What follows belongs to an exercise in optimizing a design on an open flow for small area; a production flow would make more cautious choices.
The RTL was checked by simulation tests, not by an equivalence proof against the original design.
No activity file was given, so power comes from the tool's default toggle rates.

$ cat constraint.sdc
create_clock -name core_clock -period 10.0 [get_ports {clk}]
set_input_delay 2.0000 -clock core_clock [delete_from_list [all_inputs] [get_ports {clk}]]
set_output_delay 2.0000 -clock core_clock [all_outputs]
set_load 0.01 [all_outputs]
$ cat config.mk
export PLATFORM = sky130hd
export DESIGN_NAME = racing_game_top
export DESIGN_NICKNAME = racing_game_top
export VERILOG_FILES = /design/flow/design.v
export SDC_FILE = /design/flow/constraint.sdc
export NUM_CORES = 4
export LEC_CHECK = 0
export CAP_MARGIN = 20
export CORE_MARGIN = 2
export CORE_UTILIZATION = 40
export SLEW_MARGIN = 20
$ cat run.sh
#!/bin/bash
# synth_recipe.tcl (not shown) runs the flow's synth.tcl, then flattens the netlist and writes it again
# the make line also repeats each setting of config.mk as NAME=value (left out here)
make -C /OpenROAD-flow-scripts/flow DESIGN_CONFIG=/design/flow/config.mk WORK_HOME=/design/flow/orfs CLKGATE_MAP_FILE= SYNTH_SCRIPT=/design/flow/synth_recipe.tcl finish
$ cat design.v
module hvsync_generator(clk, reset, hsync, vsync, display_on, hpos, vpos);
  input clk;
  input reset;
  output reg hsync, vsync;
  output display_on;
  output reg [9:0] hpos;
  output reg [9:0] vpos;
  parameter H_DISPLAY       = 640;  
  parameter H_BACK          =  48;  
  parameter H_FRONT         =  16;  
  parameter H_SYNC          =  96;  
  parameter V_DISPLAY       = 480;  
  parameter V_TOP           =  33;  
  parameter V_BOTTOM        =  10;  
  parameter V_SYNC          =   2;  
  parameter H_SYNC_START    = H_DISPLAY + H_FRONT;
  parameter H_SYNC_END      = H_DISPLAY + H_FRONT + H_SYNC - 1;
  parameter H_MAX           = H_DISPLAY + H_BACK + H_FRONT + H_SYNC - 1;
  parameter V_SYNC_START    = V_DISPLAY + V_BOTTOM;
  parameter V_SYNC_END      = V_DISPLAY + V_BOTTOM + V_SYNC - 1;
  parameter V_MAX           = V_DISPLAY + V_TOP + V_BOTTOM + V_SYNC - 1;
  wire hmaxxed = (hpos == H_MAX) || reset;	 
  wire vmaxxed = (vpos == V_MAX) || reset;	 
  always @(posedge clk)
  begin
    if (reset)
      hsync <= 0;
    else
      hsync <= (hpos>=H_SYNC_START && hpos<=H_SYNC_END);
    if(hmaxxed)
      hpos <= 0;
    else
      hpos <= hpos + 1;
  end
  always @(posedge clk)
  begin
    if (reset)
      vsync <= 0;
    else
      vsync <= (vpos>=V_SYNC_START && vpos<=V_SYNC_END);
    if(hmaxxed)
      if (vmaxxed)
        vpos <= 0;
      else
        vpos <= vpos + 1;
  end
  assign display_on = (hpos<H_DISPLAY) && (vpos<V_DISPLAY);
endmodule
module detect_edge(clk, reset, din, rise, fall);
  input clk;
  input reset;
  input din;
  output rise;
  output fall;
  reg [1:0] d_reg;
  always @(posedge clk)
  begin
    if (reset) begin
      d_reg <= 2'b00;
    end else begin
      d_reg <= {d_reg[0], din};
    end
  end
  assign rise = d_reg == 2'b01;
  assign fall = d_reg == 2'b10;
endmodule
module car_bitmap(yofs, bits);
  input [3:0] yofs;
  output reg [7:0] bits;
  always @(*)
    case (yofs) 
      4'd0:  bits = 8'b0;
      4'd1:  bits = 8'b1100;
      4'd2:  bits = 8'b11001100;
      4'd3:  bits = 8'b11111100;
      4'd4:  bits = 8'b11101100;
      4'd5:  bits = 8'b11100000;
      4'd6:  bits = 8'b1100000;
      4'd7:  bits = 8'b1110000;
      4'd8:  bits = 8'b110000;
      4'd9:  bits = 8'b110000;
      4'd10: bits = 8'b110000;
      4'd11: bits = 8'b1101110;
      4'd12: bits = 8'b11101110;
      4'd13: bits = 8'b11111110;
      4'd14: bits = 8'b11101110;
      default: bits = 8'b101110;
    endcase
endmodule
module sprite_renderer(clk, reset, vstart, load, hstart, rom_addr, rom_bits, 
                       gfx, in_progress);
  input clk;
  input reset;		 
  input vstart;		 
  input load;		 
  input hstart;		 
  output reg [3:0] rom_addr;	 
  input [7:0] rom_bits;		 
  output reg gfx;		 
  output in_progress;	 
  reg [2:0] state;	 
  reg [3:0] ycount;	 
  reg [3:0] xcount;	 
  reg [7:0] outbits;	 
  localparam WAIT_FOR_VSTART = 0;
  localparam WAIT_FOR_LOAD   = 1;
  localparam LOAD1_SETUP     = 2;
  localparam LOAD1_FETCH     = 3;
  localparam WAIT_FOR_HSTART = 4;
  localparam DRAW            = 5;
  assign in_progress = state != WAIT_FOR_VSTART;
  always @(posedge clk)
    if (reset) begin
      state <= WAIT_FOR_VSTART;
      ycount <= 0;
      xcount <= 0;
      rom_addr <= 0;
      outbits <= 0;
      gfx <= 0;
    end else
    begin
      case (state)
        WAIT_FOR_VSTART: begin
          ycount <= 0;  
          gfx <= 0;  
          if (vstart)
            state <= WAIT_FOR_LOAD;
        end
        WAIT_FOR_LOAD: begin
          xcount <= 0;  
	  gfx <= 0;
          if (load)
            state <= LOAD1_SETUP;
        end
        LOAD1_SETUP: begin
          rom_addr <= ycount;  
          state <= LOAD1_FETCH;
        end
        LOAD1_FETCH: begin
	  outbits <= rom_bits;  
          state <= WAIT_FOR_HSTART;
        end
        WAIT_FOR_HSTART: begin
          if (hstart)
            state <= DRAW;
        end
        DRAW: begin
          gfx <= outbits[xcount<8 ? xcount[2:0] : ~xcount[2:0]];
          xcount <= xcount + 1;
          if (xcount == 15) begin  
            ycount <= ycount + 1;
            if (ycount == 15)  
              state <= WAIT_FOR_VSTART;  
            else
	      state <= WAIT_FOR_LOAD;  
          end
        end
        default: begin
          state <= WAIT_FOR_VSTART; 
        end
      endcase
    end
endmodule
module racing_game_top(clk, reset, hsync, vsync, rgb, hpaddle_left, hpaddle_right, vpaddle);
  input clk;
  input reset;
  input hpaddle_left, hpaddle_right, vpaddle;
  output hsync, vsync;
  output [2:0] rgb;
  wire display_on;
  wire [9:0] hpos;
  wire [9:0] vpos;
  wire h_rise;
  wire v_rise;
  reg [8:0] player_x;
  reg [8:0] player_y;  
  reg [8:0] paddle_x;
  reg [8:0] paddle_y;
  reg [8:0] enemy_x;
  reg [8:0] enemy_y;
  reg enemy_dir;	
  reg [15:0] track_pos;	 
  reg [7:0] speed;		 
  reg frame_collision;
  wire track_offside = (hpos[9:7]==3'b000) || (hpos[9:7]==3'b100);  
  wire track_shoulder = (hpos[9:4]==6'b000111) || (hpos[9:4]==6'b100000);  
  wire track_gfx = (vpos[7:3]!=track_pos[7:3]) && track_offside;
  hvsync_generator hvsync_gen(
    .clk(clk),
    .reset(reset),
    .hsync(hsync),
    .vsync(vsync),
    .display_on(display_on),
    .hpos(hpos),
    .vpos(vpos)
  );
  detect_edge detect_edge_h(
    .clk(clk),
    .reset(reset),
    .din(hsync),
    .rise(h_rise),
    .fall()
  );  
  always @(posedge clk)
    if (reset)
      paddle_y <= 0;
    else if (h_rise) begin
      if (!vpaddle) paddle_y <= vpos[8:0];
    end
  wire player_load = (hpos >= 640) && (hpos < 644);
  wire enemy_load = (hpos >= 644);
  wire [3:0] player_sprite_yofs;
  wire [3:0] enemy_sprite_yofs;
  wire [3:0] car_sprite_yofs = player_load ? player_sprite_yofs : enemy_sprite_yofs;  
  wire [7:0] car_sprite_bits;  
  car_bitmap car(
    .yofs(car_sprite_yofs), 
    .bits(car_sprite_bits));
  wire player_vstart = {1'b0,player_y} == vpos;
  wire player_hstart = {1'b0,player_x} == hpos;
  wire player_gfx;
  wire player_is_drawing;
  wire enemy_vstart = {1'b0,enemy_y} == vpos;
  wire enemy_hstart = {1'b0,enemy_x} == hpos;
  wire enemy_gfx;
  wire enemy_is_drawing;
  sprite_renderer player_renderer(
    .clk(clk),
    .reset(reset),
    .vstart(player_vstart),
    .load(player_load),
    .hstart(player_hstart),
    .rom_addr(player_sprite_yofs),
    .rom_bits(car_sprite_bits),
    .gfx(player_gfx),
    .in_progress(player_is_drawing));
  sprite_renderer enemy_renderer(
    .clk(clk),
    .reset(reset),
    .vstart(enemy_vstart),
    .load(enemy_load),
    .hstart(enemy_hstart),
    .rom_addr(enemy_sprite_yofs),
    .rom_bits(car_sprite_bits),
    .gfx(enemy_gfx),
    .in_progress(enemy_is_drawing));
  wire enemy_hit_left = (enemy_x == 128);
  wire enemy_hit_right = (enemy_x == 496);
  wire enemy_hit_edge = enemy_hit_left || enemy_hit_right;
  detect_edge detect_edge_v(
    .clk(clk),
    .reset(reset),
    .din(vsync),
    .rise(v_rise),
    .fall()
  );
  always @(posedge clk)
    if (reset) begin
      player_x <= 312;
      player_y <= 360;
      track_pos <= 0;
      enemy_x <= 320;
      enemy_y <= 320;
      enemy_dir <= 0;
      speed <= 31;
    end else if(v_rise) begin
      if (hpaddle_left)
        player_x <= 176;
      else if(hpaddle_right)
        player_x <= 448;
      else
        player_x <= 312;
      player_y <= 360;
      track_pos <= track_pos + {11'b0,speed[7:4]};
      enemy_y <= enemy_y + {3'b0, speed[7:4]};
      if (enemy_hit_edge)
        enemy_dir <= !enemy_dir;
      if (enemy_dir ^ enemy_hit_edge)
        enemy_x <= enemy_x + 1;
      else
        enemy_x <= enemy_x - 1;
      if (frame_collision)
        speed <= 16;
      else if (speed < ~paddle_y)
        if(speed != 255)
        speed <= speed + 1;
      else
        speed <= speed - 1;
    end
  always @(posedge clk)
    if (reset)
      frame_collision <= 0;
    else if (player_gfx && (enemy_gfx || track_gfx))
      frame_collision <= 1;
    else if (v_rise)
      frame_collision <= 0;
  wire r = display_on && (player_gfx || enemy_gfx || track_shoulder);
  wire g = display_on && (player_gfx || track_gfx);
  wire b = display_on && (enemy_gfx || track_shoulder);
  assign rgb = {b,g,r};
endmodule
==> summary.md <==
- 0 — Pins Over Slew Limit
- 0.800 — final estimated routing congestion in global placement
- 14.8 microns — post-detailed-route wirelength per cell
- 1,688 — number of filler instances in the final layout
- 17,200 sq um — area of the placeable core
- 26,100 microns — wire length of the first global-routing pass
- 71 — Yosys cell types
- 120 — number of clock sinks
- clkbuf_16 — clock tree root buffer cell
- 824 — gate count after technology mapping
- 1.17 mW — overall power after layout
- 0.429 — relative contribution of sequential cells to total power
- 0 — share of async-settable or async-resettable flops after synthesis
- 0.0111 ns — Fin Clk Skew
- 10 — num ports
- 1 — count of buffering cells on the critical path with inverters included
- 839 — total number of nets in the final design
- 10 — number of enable-type register cells in the synthesized netlist
- 137 microns — floorplan die width
- 0 — Post-CTS Setup Bufs
- 0.923 mW — Internal
- 1.10 ns — Slew @ Worst Pin
- 5 — drt first pass iters
- 0 ns — setup TNS after final layout
- register — startpoint type of the worst setup path
- 0.42 ns — clock latency at the later pin of the worst-skew pair
- 2.43 ns — data arrival time at the worst-slack endpoint
- 0.409 — initial cell density of the core
- 0.262 — worst slew slack as a fraction of its limit
- no — unrepaired setup endpoints after global routing
- 15,400 microns — Routed Wire Length
- 11 — CP max FO
- 9 — number of cells traversed by the worst register-to-register path
- hvsync_gen.hpos (10), hvsync_gen.vpos (10) — Top Registers
- 10.9% — Area Growth Syn to Fin
- 0.0000926 V — IR Drop Worst-Case VDD
- reg2out — critical path type
- buffers and inverters — Worst path top cell family by delay
- primary output — nature of the critical path endpoint
- 5 — count of cell instances traversed by the critical path
- 17 — number of buffers created by CTS
- 0 — antenna diode instance count
- 0 — total of max-cap violations
- hvsync_gen.hpos[4]$_SDFF_PP0_ — source of the critical timing path
- 67 — maximum number of pins on one net before global-route repair
- 0.05 ns — post-CTS clock slew at the launch and capture registers of the worst setup and hold paths
- and3_1 > nor2b_1 > o21ai_0 > a21oi_1 > clkdlybuf4s50_1 — critical path, cell by cell
- 149 nW/um^2 — total power divided by cell area
- 226 MHz — FMAX
- 4.43 ns — final critical-path required period
- 0.028 — combinational cell fraction of total power
- 0.543 — power share of the clock group
- 0.177 — Overall Global Routing Usage
- 5,584 — total number of vias
- 120 — #FFs+latches synth
- 48 — site row count
- 0 — number of routed nets with antenna violations
- dfxtp_1 — largest area contributor in the synthesized netlist
- 0 — hold_buf cts
- 5.39 — via-per-instance ratio
- 8.00 ns — required time reported for the critical path endpoint
- 4 — Clock H-tree levels
- clkdlybuf4s50_1 — Max stage delay cell, worst path
- 0 — initial antenna violation count
- 8.55 sq um — per-instance average area after synthesis
- 0.443 — share of the cycle needed by the critical path after routing
- 0.243 mW — reported net switching power
- rgb[2] — capture point of the worst path
- 5,188 — vias in the first global route
- 0 — count of final hold-check violations
- 0 — number of gates resized after cts
- 2 — Max clock buf depth
- 6.75 ns — internal reg-to-reg setup slack
- 137 microns — die height
- 0.208 — switching fraction of total power
- 5 — total number of yosys warnings
- 18,700 sq um — area enclosed by the die boundary
- 2.81 nW — reported leakage power
- reg2reg — kind of path behind the tightest hold check
- speed[6]$_SDFFE_PP0P_ — launching point of the worst reg2reg path
- 0 — DRC violation count after routing
- 10,400 microns — dpl hpwl
- 0 — global route total overflow
- 865 — Net Count, Synth
- dfxtp_1 — top flip-flop cell by instance count after synthesis
- 0.0691 — share of cells above drive strength 1
- 9 — port bufs
- built — CTS tree
- 0.355 — sequential element share of the synthesized area
- speed[7]$_SDFFE_PP0P_ — FF-to-FF End
- 0.313 — area share of the largest cell type after synthesis
- dfxtp_1 (31%), ha_1 (5.9%), nor2_1 (5.2%), xor2_1 (5.0%), a21oi_1 (4.3%) — leading cell types by total area after synthesis
- 322 — number of design-rule violations left by the first detailed-router iteration
- player_x[3]$_SDFFE_PP1P_ — hold path start
- 0 — setup-violating endpoint count in the final report
- 7040 sq um — area of the mapped netlist
- timing/DRC/antenna clean — result of the run
- 0.57 ns — critical path's largest stage delay
## layer usage
metal  part of all wire  global-route usage  vias to the layer above
li1                   -                   -                     2864
met1               0.49               0.240                     2626
met4             0.0090              0.0556                        0
met2               0.47               0.278                       83
met5                  0                   0                        -
met3              0.031              0.0407                       11
## per-stage QoR
| step | util | instances | area [sq um] | setup slack [ns] | hold WS, ns |
|---|---|---|---|---|---|
| floorplan | - | 824 | 7040 | 6.56 | 0.429 |
| global placement | 0.418 | 1004 | 7200 | 5.99 | 0.433 |
| detailed placement | 0.418 | 1004 | 7200 | 6.00 | 0.454 |
| CTS | 0.453 | 1036 | 7810 | 5.53 | 0.460 |
| global route | 0.453 | 1036 | 7810 | 5.38 | 0.479 |
| finish | 0.453 | 1036 | 7810 | 5.57 | 0.461 |
## layout make-up
cell class | count | area (sq um) | area share
inverters | 29 | 109 | 0.0139
flip-flops and latches | 120 | 2500 | 0.320
repair buffers | 12 | 110 | 0.0141
multi-input cells | 618 | 4200 | 0.537
clock inverters | 8 | 115 | 0.0147
well taps | 225 | 282 | 0.0361
clock buffers | 24 | 494 | 0.0633
## synthesized netlist by cell type, drive strengths merged (9+ instances only)
cell type / number
o21ai: 32
nor3: 28
nor2: 97
mux2i: 27
nand4: 16
dfxtp: 110
nand2: 65
nand3: 23
ha: 33
clkbuf: 40
xor2: 40
buf: 17
edfxtp: 10
a21oi: 60
a211oi: 10
xnor2: 29
nor2b: 17
o211ai: 9
nand2b: 11
inv: 29
## worst min-delay path by stage
stage / endpoint / slack, ns / cells past startpoint
detailed placement: detect_edge_h.d_reg[0]$_SDFF_PP0_ / 0.45 / 1
CTS: detect_edge_h.d_reg[1]$_SDFF_PP0_ / 0.46 / 1
global route: detect_edge_h.d_reg[0]$_SDFF_PP0_ / 0.48 / 1
finish: player_x[3]$_SDFFE_PP1P_ / 0.46 / 2
floorplan: detect_edge_h.d_reg[1]$_SDFF_PP0_ / 0.43 / 1
global placement: detect_edge_h.d_reg[1]$_SDFF_PP0_ / 0.43 / 1
## cell usage in the layout (no fill, tap or decap), types with 6 or more instances in the layout
| cell | Yosys | routed |
|---|---|---|
| nor2b_1 | 17 | 17 |
| nor3_1 | 28 | 28 |
| inv_1 | 29 | 29 |
| a21oi_1 | 60 | 60 |
| o211ai_1 | 7 | 7 |
| nand2b_1 | 11 | 11 |
| nand4_1 | 15 | 15 |
| a211o_1 | 7 | 7 |
| and3_1 | 8 | 8 |
| or3_1 | 8 | 8 |
| xnor2_1 | 27 | 27 |
| dfxtp_1 | 110 | 110 |
| mux2i_1 | 25 | 25 |
| edfxtp_1 | 10 | 10 |
| o21ai_0 | 32 | 32 |
| nor2_1 | 97 | 97 |
| ha_1 | 33 | 33 |
| o2111ai_1 | 6 | 6 |
| xor2_1 | 40 | 40 |
| nand2_1 | 65 | 65 |
| clkdlybuf4s50_1 | 0 | 8 |
| a211oi_1 | 10 | 10 |
| clkbuf_16 | 0 | 19 |
| nand3_1 | 23 | 23 |
## tightest hold or removal path, delay by kind of cell, from the launching register on
| family | cells | cell delay, ns |
|---|---|---|
| AND/OR/NAND/NOR | 2 | 0.10 |
| flip-flops | 1 | 0.32 |
## logic make-up (layout without fill, tap and decap cells)
group / count (synthesis) / count (layout) / share of synthesized area
AND/OR/NAND/NOR: 308 / 308 / 0.220
AO/OA/AOI/OAI: 168 / 168 / 0.156
flip-flops: 120 / 120 / 0.355
buffers and inverters: 86 / 73 / 0.0496
XOR/XNOR: 69 / 69 / 0.0879
adder cells (fa/ha/maj): 37 / 37 / 0.0688
multiplexers: 36 / 36 / 0.0622
## power groups by stage
stage               clock network, mW  logic [mW]  registers [mW]
floorplan                           0      0.0292           0.504
global placement                    0      0.0331           0.510
detailed placement                  0      0.0332           0.510
CTS                             0.645      0.0335           0.500
global route                    0.667      0.0369           0.501
finish                          0.633      0.0331           0.500

## static timing again, ports no longer ideal
No port has a modelled driver above. Below, the same layout with a new extraction and two added sets of constraints. Step 1, drivers: a clkbuf_16 drives clk and a buf_2 each remaining input, both assumed. Step 2 times the ports against the registers' clock, not the clock port: input delays grow and output delays shrink by t, the midpoint of the rising clock arrivals with the driver on. Slacks: ideal / step 1 / step 2; pairs: ideal / step 1.
t, ns: 0.462
slack for setup (ns): 5.574 / 5.527 / 5.989
hold WS [ns]: 0.461 / 0.461 / 0.461
After both steps this run still meets setup and hold. The setup slack of this run moves by -0.047 ns with the drivers and by +0.415 ns with both steps.
